This design comes from an exercise in tuning for small area on the open sky130 flow, not from production work.
At most, simulation tests tie the RTL to the original design; equivalence was not proved.
For run 2, only the layout was checked, not whether the RTL still works.
No activity file was given, so power comes from the tool's default toggle rates.

==> design.v <==
module ssdd(in, out);
	input [3:0] in;
	output reg [6:0] out;
	always @(in)
		case (in)
			4'h0: out = 7'b1000000;
			4'h1: out = 7'b1111001;
			4'h2: out = 7'b0100100;
			4'h3: out = 7'b0110000;
			4'h4: out = 7'b0011001;
			4'h5: out = 7'b0010010;
			4'h6: out = 7'b0000010;
			4'h7: out = 7'b1111000;
			4'h8: out = 7'b0000000;
			4'h9: out = 7'b0011000;
			default: out = 7'bxxxxxxx;
		endcase
endmodule
module ssdd6(in, out);
	input [2:0] in;
	output reg [6:0] out;
	always @(in)
		case (in)
			3'd0: out = 7'b1000000;
			3'd1: out = 7'b1111001;
			3'd2: out = 7'b0100100;
			3'd3: out = 7'b0110000;
			3'd4: out = 7'b0011001;
			3'd5: out = 7'b0010010;
			default: out = 7'bxxxxxxx;
		endcase
endmodule
module clock_24hr(clk, rst, tick, sw0, sw1, sw2, sw3, btn0, btn1, btn2, ssd3, ssd2, ssd1, ssd0, alarm_set, leds);
	input clk;
	input rst;
	input tick;
	input sw0, sw1, sw2, sw3;
	input btn0, btn1, btn2;
	output [6:0] ssd0, ssd1, ssd2, ssd3;
	output alarm_set;
	output [9:0] leds;
	reg [6:0] cs;            
	reg [3:0] su;            
	reg [2:0] st;            
	reg [3:0] mu;            
	reg [2:0] mt;            
	reg [3:0] hu;            
	reg [1:0] ht;            
	reg [3:0] amu;
	reg [2:0] amt;
	reg [3:0] ahu;
	reg [1:0] aht;
	reg rp, rs, o0, o1, en1, led;
	reg [1:0] y;             
	assign alarm_set = ~sw3;
	assign leds = {10{led}};
	wire cs_wrap = cs[6] & cs[5] & cs[1] & cs[0];    
	wire cs98    = cs[6] & cs[5] & cs[1] & ~cs[0];   
	wire [6:0] cs_n = cs_wrap ? 7'd0 : cs + 7'd1;
	wire su9 = su[3] & su[0];
	wire st5 = st[2] & st[0];
	wire c_s = cs_wrap & su9;             
	wire c_m = c_s & st5;                 
	wire [3:0] su_n = cs_wrap ? (su9 ? 4'd0 : su + 4'd1) : su;
	wire [2:0] st_n = c_s ? (st5 ? 3'd0 : st + 3'd1) : st;
	wire setm = y[1];
	wire add_m = setm & ~btn0 & o0;
	wire add_h = setm & (btn0 == o0) & ~btn1 & o1;
	wire o0_n = setm ? btn0 : o0;
	wire o1_n = (setm & (btn0 == o0)) ? btn1 : o1;
	function [6:0] incm;         
		input [6:0] m;
		begin
			if (m[3:0] == 4'd9) incm = {(m[6:4] == 3'd5) ? 3'd0 : m[6:4] + 3'd1, 4'd0};
			else incm = {m[6:4], m[3:0] + 4'd1};
		end
	endfunction
	function [5:0] inch;         
		input [5:0] h;
		begin
			if (h[5:4] == 2'd2 && h[3:0] == 4'd3) inch = 6'd0;
			else if (h[3:0] == 4'd9) inch = {h[5:4] + 2'd1, 4'd0};
			else inch = {h[5:4], h[3:0] + 4'd1};
		end
	endfunction
	wire tC = ~y[0];
	wire [1:0] am_t = {1'b0, c_m} + {1'b0, tC & add_m};
	wire [4:0] mus = mu + am_t;
	wire mu_c = mus >= 5'd10;
	wire [3:0] mu_n = mu_c ? mus - 5'd10 : mus[3:0];
	wire mt5 = (mt == 3'd5);
	wire mt_c = mu_c & mt5;
	wire [2:0] mt_n = mu_c ? (mt5 ? 3'd0 : mt + 3'd1) : mt;
	wire [1:0] ah_t = {1'b0, mt_c} + {1'b0, tC & add_h};
	wire [4:0] hus = hu + ah_t;
	wire h_wrap = (ht == 2'd2) & (hus >= 5'd4);
	wire hu_c = hus >= 5'd10;
	wire [3:0] hu_n = h_wrap ? hus - 5'd4 : hu_c ? hus - 5'd10 : hus[3:0];
	wire [1:0] ht_n = h_wrap ? 2'd0 : hu_c ? ht + 2'd1 : ht;
	wire [6:0] tm2 = {mt_n, mu_n};
	wire [5:0] th2 = {ht_n, hu_n};
	wire aD = y[0];
	wire [6:0] am0 = {amt, amu};
	wire [5:0] ah0 = {aht, ahu};
	wire am0_wrap = (amt == 3'd5) & (amu == 4'd9);
	wire [6:0] am1 = (aD & add_m) ? incm(am0) : am0;
	wire [5:0] ah1 = (aD & ((add_m & am0_wrap) | add_h)) ? inch(ah0) : ah0;
	wire nobtn = btn0 & btn1 & btn2;
	wire match = (st == 3'd0) & (su == 4'd0) & ({mt, mu} == {amt, amu}) & ({ht, hu} == {aht, ahu});
	wire ring = rp | (rs & match);
	reg [1:0] Y;
	always @(*) begin
		case (y)
			2'd0: Y = sw0 ? 2'd1 : sw1 ? 2'd2 : sw2 ? 2'd3 : 2'd0;
			2'd1: Y = sw0 ? 2'd1 : 2'd0;
			2'd2: Y = sw1 ? 2'd2 : 2'd0;
			default: Y = sw2 ? 2'd3 : 2'd0;
		endcase
	end
	always @(posedge clk) begin
		en1 <= tick & cs98;
		if (rst) begin
			cs <= 7'd0; su <= 4'd0; st <= 3'd0; mu <= 4'd0; mt <= 3'd0; hu <= 4'd0; ht <= 2'd0;
			amu <= 4'd0; amt <= 3'd0; ahu <= 4'd0; aht <= 2'd0;
			rp <= 1'b0; rs <= 1'b0; o0 <= 1'b1; o1 <= 1'b1; y <= 2'd0; led <= 1'b0;
		end else begin
			if (en1) led <= ring & ~led;
			if (tick) begin
				cs <= cs_n;
				su <= su_n; st <= st_n;
				{mt, mu} <= tm2; {ht, hu} <= th2;
				{amt, amu} <= am1; {aht, ahu} <= ah1;
				rp <= ring & nobtn; rs <= sw3 & nobtn;
				o0 <= o0_n; o1 <= o1_n;
				y <= Y;
			end
		end
	end
	reg [2:0] d3; reg [3:0] d2; reg [2:0] d1; reg [3:0] d0;
	always @(*) begin
		case (y)
			2'd1: begin d3 = mt; d2 = mu; d1 = st; d0 = su; end
			2'd3: begin d3 = {1'b0, aht}; d2 = ahu; d1 = amt; d0 = amu; end
			default: begin d3 = {1'b0, ht}; d2 = hu; d1 = mt; d0 = mu; end
		endcase
	end
	ssdd6 seg3 (d3, ssd3);
	ssdd  seg2 (d2, ssd2);
	ssdd6 seg1 (d1, ssd1);
	ssdd  seg0 (d0, ssd0);
endmodule
==> run.sh <==
#!/bin/bash
# synth_recipe.tcl (not shown) runs the flow's synth.tcl, then flattens the netlist and writes it again
# the make line also repeats each setting of config.mk as NAME=value (left out here)
make -C /OpenROAD-flow-scripts/flow DESIGN_CONFIG=/design/flow/config.mk WORK_HOME=/design/flow/orfs CLKGATE_MAP_FILE= SYNTH_SCRIPT=/design/flow/synth_recipe.tcl finish
==> config.mk <==
export PLATFORM = sky130hd
export DESIGN_NAME = clock_24hr
export DESIGN_NICKNAME = clock_24hr
export VERILOG_FILES = /design/flow/design.v
export SDC_FILE = /design/flow/constraint.sdc
export NUM_CORES = 4
export LEC_CHECK = 0
export ABC_AREA = 1
export CAP_MARGIN = 20
export CORE_MARGIN = 2
export CORE_UTILIZATION = 40
export CTS_BUF_LIST = sky130_fd_sc_hd__clkbuf_8
export SLEW_MARGIN = 20
==> constraint.sdc <==
create_clock -name core_clock -period 600.0 [get_ports {clk}]
set_input_delay 120.0000 -clock core_clock [delete_from_list [all_inputs] [get_ports {clk}]]
set_output_delay 120.0000 -clock core_clock [all_outputs]
set_load 0.01 [all_outputs]
==> results of run 1 <==
-- cells in the mapped netlist, types with 2 or more instances --
library cell,instances,area (sq um)
sky130_fd_sc_hd__nand2_1,118,442.9
sky130_fd_sc_hd__inv_1,70,262.8
sky130_fd_sc_hd__nor2_1,64,240.2
sky130_fd_sc_hd__dfxtp_1,48,960.9
sky130_fd_sc_hd__a21oi_1,37,185.2
sky130_fd_sc_hd__nand3_1,36,180.2
sky130_fd_sc_hd__o21ai_0,35,175.2
sky130_fd_sc_hd__ha_1,20,250.2
sky130_fd_sc_hd__buf_4,13,97.59
sky130_fd_sc_hd__nand4_1,10,62.56
sky130_fd_sc_hd__clkbuf_1,9,33.78
sky130_fd_sc_hd__xor2_1,8,70.07
sky130_fd_sc_hd__nor3_1,7,35.03
sky130_fd_sc_hd__o221ai_1,7,61.31
sky130_fd_sc_hd__o22ai_1,7,43.79
sky130_fd_sc_hd__inv_2,6,22.52
sky130_fd_sc_hd__nor3b_1,5,37.54
sky130_fd_sc_hd__a31oi_1,3,18.77
sky130_fd_sc_hd__buf_2,3,15.01
sky130_fd_sc_hd__nand2_2,3,18.77
sky130_fd_sc_hd__o21ai_2,3,26.28
sky130_fd_sc_hd__xnor2_1,3,26.28
sky130_fd_sc_hd__a22oi_1,2,15.01
sky130_fd_sc_hd__and3_1,2,12.51
sky130_fd_sc_hd__clkinv_1,2,7.510
sky130_fd_sc_hd__fa_1,2,40.04
sky130_fd_sc_hd__nor2_4,2,22.52
sky130_fd_sc_hd__o21ai_1,2,10.01
sky130_fd_sc_hd__or2_1,2,12.51
sky130_fd_sc_hd__or2_2,2,12.51
-- sequential cells by signal, indices dropped and copies added (netlist names), 3 cells and up --
register,flops
su,4
mt,3
ahu,4
mu,4
amu,4
st,3
hu,4
cs,7
amt,3
-- area by class of cell --
type,instances,share of cell area (%)
clock buffer,5,1.684
clock inverter,3,1.164
inverter,78,7.165
multi-input combinational,389,51.22
sequential,48,23.52
tap,108,3.307
timing repair buffer,49,11.94
-- power breakdown --
part,switching (mW),total (mW),internal [mW]
logic,0.000958,0.00173,0.000774
registers,0.000139,0.00340,0.00326
clock network,0.00124,0.00250,0.00126
total,0.00234,0.00763,0.00529
-- how the worst max path moves through the flow --
stage	slack, ps	from	end	cells after the start
floorplan	359920	sw3	alarm_set	1
global placement	359010	sw3	alarm_set	3
detailed placement	359000	sw3	alarm_set	3
CTS	359000	sw3	alarm_set	3
global route	358950	sw3	alarm_set	3
finish	359010	sw3	alarm_set	3
-- cell families after synthesis --
family / count (synthesis)
AOI/OAI and AO/OA: 99
xor gates and xnor gates: 11
adders and majority gates: 22
buffers and inverters: 103
DFF: 48
and+or+nand+nor: 257
-- through the flow --
stage                     util [%]  area, sq um  hold slack, ps
after floorplan                  -         3493           447.8
after global placement       46.20         3970           457.4
after detailed placement     46.20         3970           468.0
after CTS                    47.55         4086           490.0
after global routing         47.55         4086           511.2
final                        47.55         4086           487.0
-- per-layer routing --
metal / wire, um / GRT usage, %
met1: 4249 / 25.40
met2: 4298 / 34.06
met3: 341 / 3.237
met4: 137 / 5.556
met5: 0 / 0
-- critical path, stage by stage --
cell	delay, ps
sky130_fd_sc_hd__clkdlybuf4s50_1	400
sky130_fd_sc_hd__inv_1	70
sky130_fd_sc_hd__clkdlybuf4s50_1	530
==> results_dict.tcl, run 1 <==
set metrics [dict create \
    outcome "no timing/DRC/antenna violations" \
    grt_max_degree 36 \
    synth_async_sr_flop_share_pct 0 \
    cts_max_level 2 \
    netlist-cell-type-count 39 \
    ys_warn_count 3 \
    hold_buffers 0 \
    min_period_over_period_pct 40.17 \
    timing.fmax_mhz 4.149 \
    drt.antenna.violating_nets 0 \
    post_synth_xor_area_fraction_pct 2.758 \
    synth_seq_cells 48 \
    ys_dominant_reg_cell "sky130_fd_sc_hd__dfxtp_1" \
    ctsRootBufferMaster "sky130_fd_sc_hd__clkbuf_8" \
    timing.rr.end "ht[0]" \
    numPortBuffers 48 \
    place_congestion 0.9010 \
    syn_area_sq_um 3493 \
    global_route.overflow_total 0 \
    ctsResizeCount 0 \
    avg_wl_per_cell_um 13.28 \
    synth-compound-area-share_pct 16.08 \
    chipWidth_um 97.45 \
    yosys.area_share.simple_pct 32.77 \
    grt_pass1_wl_mm 15.70 \
    gr-usage-all-layers_pct 19.72 \
    antenna_violations_before_repair 0 \
    finalWorstPathRequiredPeriod_ps 241000 \
    grt_pass1_vias 3385 \
    design.die.area_sq_um 9497 \
    synth_fp_nets 572 \
    area.sequential_sq_um 960.9 \
    cts_made_buffers 5 \
    ports_placed_on_the_boundary 49 \
    synth.yosys.seq_area_share_pct 27.51 \
    drc 0 \
    place.detailed.instances 672 \
    synthesis.area_per_instance_sq_um 6.469 \
    drt_pass1_iterations 4 \
    timing.hold.worst_path_depth 2 \
    finalPower_mw 0.007630 \
    cp_data_arrival_time_ps 121000 \
    max-vdd-ir-drop_v 0.0000009417 \
    cts_max_path_buffers 2 \
    cp_data_required_time_ps 480000 \
    hold_violations_final 0 \
    nature_of_the_critical_path_endpoint "output port" \
    synth_top_family_by_area "simple AND/OR/NAND/NOR gates" \
    number_of_synthesized_flops_with_an_enable_pin 0 \
    num_antenna_cells 0 \
    num-fill-cells 872 \
    grt_setup_unrepaired "no" \
    power_density_nw_per_um2 1.867 \
    routed-via-count 3447 \
    multiplexer_share_of_the_synthesized_area_pct 0 \
    timing_max_transition_violations_final 0 \
    critPathKind "in2out" \
    power.leakage_nw 1.695 \
    final_cell_mix "sky130_fd_sc_hd__nand2_1, sky130_fd_sc_hd__inv_1, sky130_fd_sc_hd__nor2_1" \
    syn_to_final_growth_pct 16.98 \
    clock_sink_count 48 \
    clock_skew_ps 9.813 \
    timing.critical_path.fanout_max 2 \
    drt-vias-per-instance 5.069 \
    detailedPlace.worstSlack_ps 359000 \
    reg_clk_slew_reported_paths_ps 100 \
    timing.final.setup_violations 0 \
    relSlewSlack_pct 42.88 \
    min_path_type "reg2reg" \
    dp_hpwl_mm 6.863 \
    multi_input_comb_area_sq_um 2093 \
    postCtsSetupBuffers 0 \
    min-delay-start "rp" \
    worstReg2RegStart "y[0]" \
    critical_path.startpoint_type "input port" \
    start_util_pct 40.65 \
    worst_slack_ps 359010 \
    post_synth_fa_ha_maj_area_fraction_pct 8.309 \
    ff2ff_path_depth 25 \
    drt-total-wl_mm 9.027 \
    netlist_instances 540 \
    post_route_cells_drive_above_1_share_pct 5.070 \
    finalNonFillerCells 680 \
    fin_setup_tns_ps 0 \
    hold_path_end "rp" \
    die-height_um 97.45 \
    tritoncts "done" \
    design.core.area_sq_um 8593 \
    worst_skew_pair.late_latency_ps 320 \
    regToRegSetupSlack_ps 595150 \
    detail_route.iter0.violations 130 \
    nNetsFinal 603 \
    worstMarginPinSlew_ps 851.6 \
    layout_commonest_cell "sky130_fd_sc_hd__nand2_1" \
    placement_rows 34 \
    max-cap-violations 0 \
]
==> run 2, diff against run 1 <==
--- a/design.v
+++ b/design.v
@@ -50,7 +50,7 @@
 	reg [2:0] amt;
 	reg [3:0] ahu;
 	reg [1:0] aht;
-	reg rp, rs, o0, o1, en1, led;
+	reg ring, o0, o1, en1, led;
 	reg [1:0] y;             
 	assign alarm_set = ~sw3;
 	assign leds = {10{led}};
@@ -84,30 +84,22 @@
 		end
 	endfunction
 	wire tC = ~y[0];
-	wire [1:0] am_t = {1'b0, c_m} + {1'b0, tC & add_m};
-	wire [4:0] mus = mu + am_t;
-	wire mu_c = mus >= 5'd10;
-	wire [3:0] mu_n = mu_c ? mus - 5'd10 : mus[3:0];
-	wire mt5 = (mt == 3'd5);
-	wire mt_c = mu_c & mt5;
-	wire [2:0] mt_n = mu_c ? (mt5 ? 3'd0 : mt + 3'd1) : mt;
-	wire [1:0] ah_t = {1'b0, mt_c} + {1'b0, tC & add_h};
-	wire [4:0] hus = hu + ah_t;
-	wire h_wrap = (ht == 2'd2) & (hus >= 5'd4);
-	wire hu_c = hus >= 5'd10;
-	wire [3:0] hu_n = h_wrap ? hus - 5'd4 : hu_c ? hus - 5'd10 : hus[3:0];
-	wire [1:0] ht_n = h_wrap ? 2'd0 : hu_c ? ht + 2'd1 : ht;
-	wire [6:0] tm2 = {mt_n, mu_n};
-	wire [5:0] th2 = {ht_n, hu_n};
+	wire [6:0] tm0 = {mt, mu};
+	wire [5:0] th0 = {ht, hu};
+	wire tm0_wrap = (mt == 3'd5) & (mu == 4'd9);
+	wire [6:0] tm1 = (tC & add_m) ? incm(tm0) : tm0;
+	wire [5:0] th1 = (tC & ((add_m & tm0_wrap) | add_h)) ? inch(th0) : th0;
+	wire tm1_wrap = (tm1[6:4] == 3'd5) & (tm1[3:0] == 4'd9);
+	wire [6:0] tm2 = c_m ? incm(tm1) : tm1;
+	wire [5:0] th2 = (c_m & tm1_wrap) ? inch(th1) : th1;
 	wire aD = y[0];
 	wire [6:0] am0 = {amt, amu};
 	wire [5:0] ah0 = {aht, ahu};
 	wire am0_wrap = (amt == 3'd5) & (amu == 4'd9);
 	wire [6:0] am1 = (aD & add_m) ? incm(am0) : am0;
 	wire [5:0] ah1 = (aD & ((add_m & am0_wrap) | add_h)) ? inch(ah0) : ah0;
-	wire nobtn = btn0 & btn1 & btn2;
-	wire match = (st == 3'd0) & (su == 4'd0) & ({mt, mu} == {amt, amu}) & ({ht, hu} == {aht, ahu});
-	wire ring = rp | (rs & match);
+	wire match = (st_n == 3'd0) & (su_n == 4'd0) & (tm2 == am1) & (th2 == ah1);
+	wire ring_n = (ring | (sw3 & match)) & btn0 & btn1 & btn2;
 	reg [1:0] Y;
 	always @(*) begin
 		case (y)
@@ -122,7 +114,7 @@
 		if (rst) begin
 			cs <= 7'd0; su <= 4'd0; st <= 3'd0; mu <= 4'd0; mt <= 3'd0; hu <= 4'd0; ht <= 2'd0;
 			amu <= 4'd0; amt <= 3'd0; ahu <= 4'd0; aht <= 2'd0;
-			rp <= 1'b0; rs <= 1'b0; o0 <= 1'b1; o1 <= 1'b1; y <= 2'd0; led <= 1'b0;
+			ring <= 1'b0; o0 <= 1'b1; o1 <= 1'b1; y <= 2'd0; led <= 1'b0;
 		end else begin
 			if (en1) led <= ring & ~led;
 			if (tick) begin
@@ -130,7 +122,7 @@
 				su <= su_n; st <= st_n;
 				{mt, mu} <= tm2; {ht, hu} <= th2;
 				{amt, amu} <= am1; {aht, ahu} <= ah1;
-				rp <= ring & nobtn; rs <= sw3 & nobtn;
+				ring <= ring_n;
 				o0 <= o0_n; o1 <= o1_n;
 				y <= Y;
 			end
--- a/config.mk
+++ b/config.mk
@@ -9,5 +9,4 @@
 export CAP_MARGIN = 20
 export CORE_MARGIN = 2
 export CORE_UTILIZATION = 40
-export CTS_BUF_LIST = sky130_fd_sc_hd__clkbuf_8
 export SLEW_MARGIN = 20
==> run 2 against run 1 <==
Against the previous run: still clean on timing, DRC and antenna; clock-buffer cell count did not move; wire length is 37% higher; flip-flop and latch count is 1 lower; critical endpoint unchanged; largest power group unchanged; highest routed layer unchanged.
==> results_dict.tcl, run 2 <==
set metrics [dict create \
    cts_max_path_buffers 2 \
    worst_path_most_repeated_cell "sky130_fd_sc_hd__clkdlybuf4s50_1" \
    outcome "no timing/DRC/antenna violations" \
    drc 0 \
    num-fill-cells 1136 \
    min_path_type "reg2reg" \
    timing.fmax_mhz 4.149 \
    ys_dominant_reg_cell "sky130_fd_sc_hd__dfxtp_1" \
    syn_to_final_growth_pct 13.52 \
    power.leakage_nw 2.505 \
    synth_async_sr_flop_share_pct 0 \
    dp_hpwl_mm 9.580 \
    regMostFlops "cs" \
    worstMarginPinSlew_ps 1027 \
    ctsRootBufferMaster "sky130_fd_sc_hd__clkbuf_16" \
    worst_skew_pair.late_latency_ps 300 \
    relSlewSlack_pct 31.45 \
    critical-path-top-delay-family "buffers and inverters" \
    max-vdd-ir-drop_v 0.000001163 \
    synth.yosys.seq_area_share_pct 20.67 \
    synth_seq_cells 47 \
    avg_wl_per_cell_um 13.58 \
    routed-via-count 4791 \
    drt_pass1_iterations 5 \
    post_synth_fa_ha_maj_area_fraction_pct 6.870 \
    worstPathCellList "clkdlybuf4s50_1 > inv_1 > clkdlybuf4s50_1" \
    cp_data_arrival_time_ps 121030 \
    cts_made_buffers 5 \
    critPathKind "in2out" \
    clock_sink_count 47 \
    timing.critical_path.fanout_max 2 \
    placement_rows 38 \
    design.core.area_sq_um 10980 \
    detailedPlace.worstSlack_ps 358970 \
    slowest_stage "sky130_fd_sc_hd__clkdlybuf4s50_1" \
    timing_max_transition_violations_final 0 \
    post_route_cells_drive_above_1_share_pct 7.134 \
    gr-usage-all-layers_pct 20.43 \
    ports_placed_on_the_boundary 49 \
    detail_route.iter0.violations 313 \
    clock_skew_ps 10.52 \
    hold_violations_final 0 \
    final_cell_mix "sky130_fd_sc_hd__nand2_1, sky130_fd_sc_hd__inv_1, sky130_fd_sc_hd__nand3_1" \
    ys_warn_count 3 \
    netlist-cell-type-count 47 \
    nNetsFinal 805 \
    syn_area_sq_um 4553 \
    finalWorstPathRequiredPeriod_ps 241030 \
    cp_data_required_time_ps 480000 \
    netlist_instances 746 \
    yosys.area.top_type "sky130_fd_sc_hd__dfxtp_1" \
    grt_max_degree 45 \
    drt.antenna.violating_nets 0 \
    post-synth-top-area-fraction_pct 20.67 \
    die-height_um 110.7 \
    synth_fp_nets 781 \
    num_antenna_cells 0 \
    min_period_over_period_pct 40.17 \
    multiplexer_share_of_the_synthesized_area_pct 0 \
    finalPower_mw 0.009569 \
    numPortBuffers 48 \
    fin_setup_tns_ps 0 \
    chipWidth_um 110.7 \
    critical_path_buf_inv_count 3 \
    grt_pass1_vias 4374 \
    ctsResizeCount 0 \
    drt-total-wl_mm 12.38 \
    synth_top_family_by_area "simple AND/OR/NAND/NOR gates" \
    worst_slack_ps 358970 \
    number_of_flip_flops_in_the_largest_register 7 \
    timing.final.setup_violations 0 \
    place_congestion 0.8572 \
    global_route.overflow_total 0 \
    power_density_nw_per_um2 1.851 \
    synth.most_common_cell "sky130_fd_sc_hd__nand2_1" \
    worst_path_largest_cell_delay_ps 520 \
    area.sequential_sq_um 940.9 \
    hold_buffers 0 \
    grt_setup_unrepaired "no" \
    timing.hold.ws_ps 449.0 \
    antenna_violations_before_repair 0 \
    reg_clk_slew_reported_paths_ps 80 \
    start_util_pct 41.46 \
    finalCoreUtilization_pct 47.06 \
    synth-compound-area-share_pct 18.27 \
    multi_input_comb_area_sq_um 2938 \
    post_synth_most_frequent_cells "sky130_fd_sc_hd__nand2_1, sky130_fd_sc_hd__inv_1, sky130_fd_sc_hd__nand3_1" \
    tritoncts "done" \
    drt-vias-per-instance 5.259 \
    yosys.area_share.simple_pct 38.22 \
    cts_max_level 2 \
    max-cap-violations 0 \
    nature_of_the_critical_path_endpoint "output port" \
    number_of_synthesized_flops_with_an_enable_pin 0 \
    postCtsSetupBuffers 0 \
    synth_top_cells_by_area "sky130_fd_sc_hd__dfxtp_1, sky130_fd_sc_hd__nand2_1, sky130_fd_sc_hd__inv_1" \
    design.die.area_sq_um 12250 \
    post_synth_xor_area_fraction_pct 1.154 \
    critical_path.startpoint_type "input port" \
    grt_pass1_wl_mm 21.18 \
    synthesis.area_per_instance_sq_um 6.103 \
    layout_commonest_cell "sky130_fd_sc_hd__nand2_1" \
]
-- run 2: stage by stage --
step / std cells / cell area (sq um)
2_1_floorplan: 746 / 4553
3_3_place_gp: 903 / 5020
3_5_place_dp: 903 / 5020
4_1_cts: 911 / 5169
5_1_grt: 911 / 5169
6_report: 911 / 5169
-- run 2: kinds of logic (layout without fill, tap and decap cells) --
logic type	after synthesis	after routing
buffers and inverters	157	182
AOI/OAI and AO/OA	144	144
and+or+nand+nor	367	367
DFF	47	47
xor gates and xnor gates	6	6
adders and majority gates	25	25
-- run 2: area by class of cell --
type / instances / share of cell area, %
Tap cell: 140 / 3.389
Inverter: 124 / 9.102
Sequential cell: 47 / 18.20
Clock inverter: 3 / 0.4599
Timing Repair Buffer: 50 / 9.586
Multi-Input combinational cell: 542 / 56.84
Clock buffer: 5 / 2.421
-- run 2: worst paths after layout --
check | start | to | slack [ps] | cells past startpoint
worst max-delay path | sw3 | alarm_set | 358970 | 3
worst min-delay path | en1 | led | 450 | 1
worst max register to register | y[0] | ring | 596580 | 17
worst min register to register | en1 | led | 450 | 1
-- run 2: power by group --
part	internal, mW	total [mW]	switching [mW]	leakage (nW)
registers	0.00329	0.00354	0.000257	0.386
clock network	0.00156	0.00295	0.00138	0.0664
logic	0.00126	0.00308	0.00181	2.05
total	0.00611	0.00957	0.00345	2.51
-- run 2: per-layer routing --
layer  part of all wire, %  vias up  track usage, %
met5                     0        -               0
met4                   1.1        0           4.167
met3                   4.6       15           2.624
met2                    45      119           33.37
met1                    50     2177           28.95
li1                      -     2480               -

[port drivers added, routing unchanged]
No port has a modelled driver above. Below, the same layouts with a new extraction and two added sets of constraints.
Step 1: set_driving_cell puts a clkbuf_16 on clk and a buf_2 on each other input, an assumption about the parent block.
Step 2 adds t to the input delays and takes it off the output delays; t is the mean of the earliest and latest rising clock arrival at the registers after step 1. Input paths then give back, and output paths get back, about the clock's delay inside the block.
Three values: ideal ports, drivers, drivers and shift; two values: the first two.
run | t, ns | setup WS [ns] | worst setup path after step 2 | latest minus earliest clock arrival (ns) | slew at the worst register clock pin (ns)
run 1 | 0.341 | 359.005 / 358.978 / 358.978 | input to output | 0.010 / 0.010 | 0.10 / 0.10
run 2 | 0.331 | 358.973 / 358.953 / 358.953 | input to output | 0.011 / 0.010 | 0.08 / 0.08
After both steps every run listed still meets setup and hold. For run 1, which loses most, drivers alone change the setup slack by -0.027 ns; drivers and shift together by -0.027 ns.
